This design comes from an exercise in tuning for small area on the open sky130 flow, not from production work. RTL that was checked went through simulation tests only; none was proved equivalent to the original. Power is estimated from default activity; no workload was simulated.

==> run C <==
==> flow/design.v (excerpt) <==
module rgb2gray_uhd_4ppc
(
    input [95:0] VIDEO_IN_tdata,
    input VIDEO_IN_tlast,
    output VIDEO_IN_tready,
    input VIDEO_IN_tuser,
    input VIDEO_IN_tvalid,
    input s_axis_video_aclk,
    output [31:0] VIDEO_OUT_tdata,
    output VIDEO_OUT_tlast,
    input VIDEO_OUT_tready,
    output VIDEO_OUT_tuser,
    output VIDEO_OUT_tvalid
);
Settings: LEC_CHECK=0, CAP_MARGIN=20, CORE_MARGIN=2, CORE_UTILIZATION=40, CTS_BUF_LIST=sky130_fd_sc_hd__clkbuf_16, CTS_CLUSTER_DIAMETER=80, CTS_CLUSTER_SIZE=25, GPL_TIMING_DRIVEN=0, SLEW_MARGIN=20, SYNTH_HIERARCHICAL=1; clock period 4.0 ns.
standard.sh (not shown) runs the stock make flow with config.mk's settings and CLKGATE_MAP_FILE= SYNTH_SCRIPT=/design/flow/synth_recipe.tcl, a recipe that flattens the netlist after the stock synthesis.
==> flow/flow/run.sh <==
#!/bin/bash
# Standard layout, with plain buf_1 cells as the port buffers and a clock tree
# without dummy loads and with a small root buffer.
set -euo pipefail
export BUFFER_PORTS_ARGS="-buffer_cell sky130_fd_sc_hd__buf_1"
export CTS_ARGS="-sink_clustering_enable -repair_clock_nets -sink_clustering_size 20 -sink_clustering_max_diameter 60 -buf_list {sky130_fd_sc_hd__clkbuf_8 sky130_fd_sc_hd__clkbuf_16} -sink_clustering_buffer sky130_fd_sc_hd__clkbuf_8 -root_buf sky130_fd_sc_hd__clkbuf_4 -dont_use_dummy_load"
bash standard.sh > standard.log 2>&1
==> run B: changes against run C <==
==> flow/flow/run.sh (replaced) <==
#!/bin/bash
# Standard layout, with plain buf_1 cells as the port buffers and a clock tree
# without dummy loads and with a small root buffer.
set -euo pipefail
export BUFFER_PORTS_ARGS="-buffer_cell sky130_fd_sc_hd__buf_1"
export CTS_ARGS="-sink_clustering_enable -repair_clock_nets -sink_clustering_size 18 -sink_clustering_max_diameter 60 -buf_list {sky130_fd_sc_hd__clkbuf_8 sky130_fd_sc_hd__clkbuf_16} -sink_clustering_buffer sky130_fd_sc_hd__clkbuf_8 -root_buf sky130_fd_sc_hd__clkbuf_4 -dont_use_dummy_load"
bash standard.sh > standard.log 2>&1
- CORE_UTILIZATION: 40 -> 60
- CTS_BUF_LIST: sky130_fd_sc_hd__clkbuf_16 -> default
- CTS_CLUSTER_DIAMETER: 80 -> default
- CTS_CLUSTER_SIZE: 25 -> default
==> run X: changes against run C <==
--- a/flow/design.v
+++ b/flow/design.v
@@ -389,15 +389,15 @@
             rg_fa u144 (.a(fc98), .b(fs119), .c(fc118), .s(fs143), .co(fc144));
             rg_fa u146 (.a(a[7]), .b(c[6]), .c(fc120), .s(fs145), .co(fc146));
         wire [8:0] lc;
         assign lc[0] = 1'b0;
         assign lc[1] = (a[0] & b[0]) | (lc[0] & (a[0] | b[0]));
-        rg_maj m1 (.a(c[0]), .b(hs121), .c(lc[1]), .y(lc[2]));
-        rg_maj m2 (.a(hc122), .b(fs123), .c(lc[2]), .y(lc[3]));
-        rg_maj m3 (.a(fc124), .b(fs125), .c(lc[3]), .y(lc[4]));
-        rg_maj m4 (.a(fc126), .b(fs127), .c(lc[4]), .y(lc[5]));
-        rg_maj m5 (.a(fc128), .b(fs129), .c(lc[5]), .y(lc[6]));
+        assign lc[2] = (c[0] & hs121) | (lc[1] & (c[0] | hs121));
+        assign lc[3] = (hc122 & fs123) | (lc[2] & (hc122 | fs123));
+        assign lc[4] = (fc124 & fs125) | (lc[3] & (fc124 | fs125));
+        assign lc[5] = (fc126 & fs127) | (lc[4] & (fc126 | fs127));
+        assign lc[6] = (fc128 & fs129) | (lc[5] & (fc128 | fs129));
         assign lc[7] = (fc130 & fs131) | (lc[6] & (fc130 | fs131));
         assign lc[8] = (fc132 & fs133) | (lc[7] & (fc132 | fs133));
         assign c8[k] = lc[8];
         assign hx[8*k+:8] = {1'b0, c[7], fs145, fs143, fc140, fc138, fc136, fc134};
         assign hy[8*k+:8] = {1'b0, fc146, fc144, fc142, fs141, fs139, fs137, fs135};
@@ -408,11 +408,11 @@
         rg_fa f2_2 (.a(x1[8*k+2]), .b(y1[8*k+2]), .c(rc[2]), .s(gray[8*k+2]), .co(rc[3]));
         rg_fa f2_3 (.a(x1[8*k+3]), .b(y1[8*k+3]), .c(rc[3]), .s(gray[8*k+3]), .co(rc[4]));
         rg_fa f2_4 (.a(x1[8*k+4]), .b(y1[8*k+4]), .c(rc[4]), .s(gray[8*k+4]), .co(rc[5]));
         rg_fa f2_5 (.a(x1[8*k+5]), .b(y1[8*k+5]), .c(rc[5]), .s(gray[8*k+5]), .co(rc[6]));
         rg_fa f2_6 (.a(x1[8*k+6]), .b(y1[8*k+6]), .c(rc[6]), .s(gray[8*k+6]), .co(rc[7]));
-        assign gray[8*k+7] = rc[7];
+        rg_fa f2_7 (.a(x1[8*k+7]), .b(y1[8*k+7]), .c(rc[7]), .s(gray[8*k+7]), .co(rc[8]));
     end
 endgenerate
 always @(posedge s_axis_video_aclk)
 begin
     x1 <= hx;
@@ -432,12 +432,9 @@
 endmodule
 module rg_fa (input a, input b, input c, output s, output co);
 assign s = a ^ b ^ c;
 assign co = (a & b) | (a & c) | (b & c);
 endmodule
-module rg_maj (input a, input b, input c, output y);
-assign y = (a & b) | (a & c) | (b & c);
-endmodule
 module rg_ha (input a, input b, output s, output co);
 assign s = a ^ b;
 assign co = a & b;
 endmodule
==> flow/run.sh (new file) <==
#!/bin/bash
# synth_recipe.tcl (not shown) runs the flow's synth.tcl, then flattens the netlist and writes it again
# the make line also repeats each setting of config.mk as NAME=value (left out here)
make -C /OpenROAD-flow-scripts/flow DESIGN_CONFIG=/design/flow/config.mk WORK_HOME=/design/flow/orfs CLKGATE_MAP_FILE= SYNTH_SCRIPT=/design/flow/synth_recipe.tcl finish
- CTS_BUF_LIST: sky130_fd_sc_hd__clkbuf_16 -> sky130_fd_sc_hd__clkbuf_4
- CTS_CLUSTER_DIAMETER: 80 -> default
- CTS_CLUSTER_SIZE: 25 -> default
removed: flow/flow/run.sh
removed: flow/standard.sh
==> run F: changes against run C <==
--- a/flow/design.v
+++ b/flow/design.v
@@ -159,11 +159,11 @@
 wire [3:0] c8;
 wire [31:0] gray;
 reg [31:0] x1, y1;
 reg [3:0] c1;
 reg [2:0] s1;
-reg [34:0] r2, r3, r4, r5, r6, r7;
+reg [34:0] r2, r3, r4, r5, r6, r7, r8;
 genvar k;
 generate
     for (k = 0; k < 4; k = k + 1)
     begin : px
         wire [7:0] a = VIDEO_IN_tdata[24*k+16+:8];
@@ -399,37 +399,77 @@
         assign lc[7] = (fc130 & fs131) | (lc[6] & (fc130 | fs131));
         assign lc[8] = (fc132 & fs133) | (lc[7] & (fc132 | fs133));
         assign c8[k] = lc[8];
         assign hx[8*k+:8] = {1'b0, c[7], fs145, fs143, fc140, fc138, fc136, fc134};
         assign hy[8*k+:8] = {1'b0, fc146, fc144, fc142, fs141, fs139, fs137, fs135};
-        wire [8:0] rc;
-        assign rc[0] = c1[k];
-        rg_fa f2_0 (.a(x1[8*k+0]), .b(y1[8*k+0]), .c(rc[0]), .s(gray[8*k+0]), .co(rc[1]));
-        rg_fa f2_1 (.a(x1[8*k+1]), .b(y1[8*k+1]), .c(rc[1]), .s(gray[8*k+1]), .co(rc[2]));
-        rg_fa f2_2 (.a(x1[8*k+2]), .b(y1[8*k+2]), .c(rc[2]), .s(gray[8*k+2]), .co(rc[3]));
-        rg_fa f2_3 (.a(x1[8*k+3]), .b(y1[8*k+3]), .c(rc[3]), .s(gray[8*k+3]), .co(rc[4]));
-        rg_fa f2_4 (.a(x1[8*k+4]), .b(y1[8*k+4]), .c(rc[4]), .s(gray[8*k+4]), .co(rc[5]));
-        rg_fa f2_5 (.a(x1[8*k+5]), .b(y1[8*k+5]), .c(rc[5]), .s(gray[8*k+5]), .co(rc[6]));
-        rg_fa f2_6 (.a(x1[8*k+6]), .b(y1[8*k+6]), .c(rc[6]), .s(gray[8*k+6]), .co(rc[7]));
-        assign gray[8*k+7] = rc[7];
+        wire [7:0] pg_g, pg_p, pg_s;
+        wire [8:0] cc;
+        assign cc[0] = c8[k];
+        assign pg_g[0] = hx[8*k+0] & hy[8*k+0];
+        assign pg_p[0] = hx[8*k+0] ^ hy[8*k+0];
+        assign pg_g[1] = hx[8*k+1] & hy[8*k+1];
+        assign pg_p[1] = hx[8*k+1] ^ hy[8*k+1];
+        assign pg_g[2] = hx[8*k+2] & hy[8*k+2];
+        assign pg_p[2] = hx[8*k+2] ^ hy[8*k+2];
+        assign pg_g[3] = hx[8*k+3] & hy[8*k+3];
+        assign pg_p[3] = hx[8*k+3] ^ hy[8*k+3];
+        assign pg_g[4] = hx[8*k+4] & hy[8*k+4];
+        assign pg_p[4] = hx[8*k+4] ^ hy[8*k+4];
+        assign pg_g[5] = hx[8*k+5] & hy[8*k+5];
+        assign pg_p[5] = hx[8*k+5] ^ hy[8*k+5];
+        assign pg_g[6] = hx[8*k+6] & hy[8*k+6];
+        assign pg_p[6] = hx[8*k+6] ^ hy[8*k+6];
+        assign pg_g[7] = hx[8*k+7] & hy[8*k+7];
+        assign pg_p[7] = hx[8*k+7] ^ hy[8*k+7];
+        wire sk0_1g = pg_g[0] | (pg_p[0] & cc[0]);
+        wire sk0_1p = pg_p[0] & 1'b0;
+        wire sk0_3g = pg_g[2] | (pg_p[2] & pg_g[1]);
+        wire sk0_3p = pg_p[2] & pg_p[1];
+        wire sk0_5g = pg_g[4] | (pg_p[4] & pg_g[3]);
+        wire sk0_5p = pg_p[4] & pg_p[3];
+        wire sk0_7g = pg_g[6] | (pg_p[6] & pg_g[5]);
+        wire sk0_7p = pg_p[6] & pg_p[5];
+        wire sk1_2g = pg_g[1] | (pg_p[1] & sk0_1g);
+        wire sk1_2p = pg_p[1] & sk0_1p;
+        wire sk1_3g = sk0_3g | (sk0_3p & sk0_1g);
+        wire sk1_3p = sk0_3p & sk0_1p;
+        wire sk1_6g = pg_g[5] | (pg_p[5] & sk0_5g);
+        wire sk1_6p = pg_p[5] & sk0_5p;
+        wire sk1_7g = sk0_7g | (sk0_7p & sk0_5g);
+        wire sk1_7p = sk0_7p & sk0_5p;
+        wire sk2_4g = pg_g[3] | (pg_p[3] & sk1_3g);
+        wire sk2_4p = pg_p[3] & sk1_3p;
+        wire sk2_5g = sk0_5g | (sk0_5p & sk1_3g);
+        wire sk2_5p = sk0_5p & sk1_3p;
+        wire sk2_6g = sk1_6g | (sk1_6p & sk1_3g);
+        wire sk2_6p = sk1_6p & sk1_3p;
+        wire sk2_7g = sk1_7g | (sk1_7p & sk1_3g);
+        wire sk2_7p = sk1_7p & sk1_3p;
+        wire sk3_8g = pg_g[7] | (pg_p[7] & sk2_7g);
+        wire sk3_8p = pg_p[7] & sk2_7p;
+        assign gray[8*k+0] = pg_p[0] ^ cc[0];
+        assign gray[8*k+1] = pg_p[1] ^ sk0_1g;
+        assign gray[8*k+2] = pg_p[2] ^ sk1_2g;
+        assign gray[8*k+3] = pg_p[3] ^ sk1_3g;
+        assign gray[8*k+4] = pg_p[4] ^ sk2_4g;
+        assign gray[8*k+5] = pg_p[5] ^ sk2_5g;
+        assign gray[8*k+6] = pg_p[6] ^ sk2_6g;
+        assign gray[8*k+7] = pg_p[7] ^ sk2_7g;
     end
 endgenerate
 always @(posedge s_axis_video_aclk)
 begin
-    x1 <= hx;
-    y1 <= hy;
-    c1 <= c8;
-    s1 <= {VIDEO_IN_tlast, VIDEO_IN_tuser, VIDEO_IN_tvalid};
-    r2 <= {s1, gray};
+    r2 <= {VIDEO_IN_tlast, VIDEO_IN_tuser, VIDEO_IN_tvalid, gray};
     r3 <= r2;
     r4 <= r3;
     r5 <= r4;
     r6 <= r5;
     r7 <= r6;
+    r8 <= r7;
 end
-assign VIDEO_OUT_tdata = r7[31:0];
-assign {VIDEO_OUT_tlast, VIDEO_OUT_tuser, VIDEO_OUT_tvalid} = r7[34:32];
+assign VIDEO_OUT_tdata = r8[31:0];
+assign {VIDEO_OUT_tlast, VIDEO_OUT_tuser, VIDEO_OUT_tvalid} = r8[34:32];
 assign VIDEO_IN_tready = VIDEO_OUT_tready;
 endmodule
 module rg_fa (input a, input b, input c, output s, output co);
 assign s = a ^ b ^ c;
 assign co = (a & b) | (a & c) | (b & c);
==> flow/flow/run.sh (replaced) <==
#!/bin/bash
# Standard layout, with plain buf_1 cells as the port buffers and a clock tree
# without dummy loads and with a small root buffer.
set -euo pipefail
export BUFFER_PORTS_ARGS="-buffer_cell sky130_fd_sc_hd__buf_1"
export CTS_ARGS="-sink_clustering_enable -repair_clock_nets -sink_clustering_size 18 -sink_clustering_max_diameter 60 -buf_list {sky130_fd_sc_hd__clkbuf_8 sky130_fd_sc_hd__clkbuf_16} -sink_clustering_buffer sky130_fd_sc_hd__clkbuf_8 -root_buf sky130_fd_sc_hd__clkbuf_4 -dont_use_dummy_load"
bash standard.sh > standard.log 2>&1
- CORE_UTILIZATION: 40 -> 60
- CTS_BUF_LIST: sky130_fd_sc_hd__clkbuf_16 -> default
- CTS_CLUSTER_DIAMETER: 80 -> default
- CTS_CLUSTER_SIZE: 25 -> default
==> run summary <==
Sequential share of cell area -> 41.78%
Comb pwr -> 2770 uW
Non-clock buffer count -> 136
#MultiIn Comb -> 360
Outcome -> complete, no violations
Placement Cell Area -> 12840 um^2
Source of the figures above: run B

==> run summary <==
Outcome -> complete, no violations
Non-clock buffer count -> 136
Comb pwr -> 2740 uW
Sequential share of cell area -> 41.24%
#MultiIn Comb -> 360
Placement Cell Area -> 12990 um^2
Source of the figures above: run C

==> run summary <==
Outcome -> finished with violations
Final WS setup -> -0.6882 ns
Non-clock buffer count -> 157
Final setup violating endpoints -> 28
SO Viols -> negative setup slack
Source of the figures above: run F

==> run summary <==
Core Area -> 29800 um^2
#MultiIn Comb -> 403
Placement Cell Area -> 14050 um^2
Quantity of gates resized following cts -> 0
Comb pwr -> 3300 uW
Vias in the first global route -> 6694
Sequential share of cell area -> 36.74%
Outcome -> complete, no violations
Source of the figures above: run X

Only the layout flow was run in run F; the RTL was not checked for function there.

what the ideal ports hide:
The results above use ideal ports. As a check the final layouts listed here were re-extracted and re-timed, cells and wires unchanged.
Step 1, drivers: a clkbuf_16 drives s_axis_video_aclk and a buf_2 each remaining input, both assumed.
Step 2 moves the port delays by t, midway between the first and last clock arrival at a register: inputs arrive t later, outputs are due t later. That takes back most of the time a late clock gives input paths.
Slacks: ideal / step 1 / step 2; pairs: ideal / step 1.
run | shift t [ns] | setup slack, ns | latest minus earliest clock arrival (ns) | worst register clock-pin slew, ns | cell pins on the clock port's net
run C | 0.627 | 0.731 / 0.731 / 0.190 | 0.075 / 0.075 | 0.11 / 0.11 | 1
run B | 0.609 | 0.758 / 0.758 / 0.184 | 0.023 / 0.024 | 0.10 / 0.10 | 1
run X | 0.629 | 0.062 / 0.077 / -0.551 | 0.037 / 0.037 | 0.07 / 0.07 | 1
run F | 0.594 | -0.688 / -0.677 / -1.271 | 0.062 / 0.062 | 0.10 / 0.10 | 1
Met with ideal ports but missed after step 2: setup timing in run X. The setup slack of run X, which loses most, moves by +0.015 ns with the drivers and by -0.613 ns with both steps.
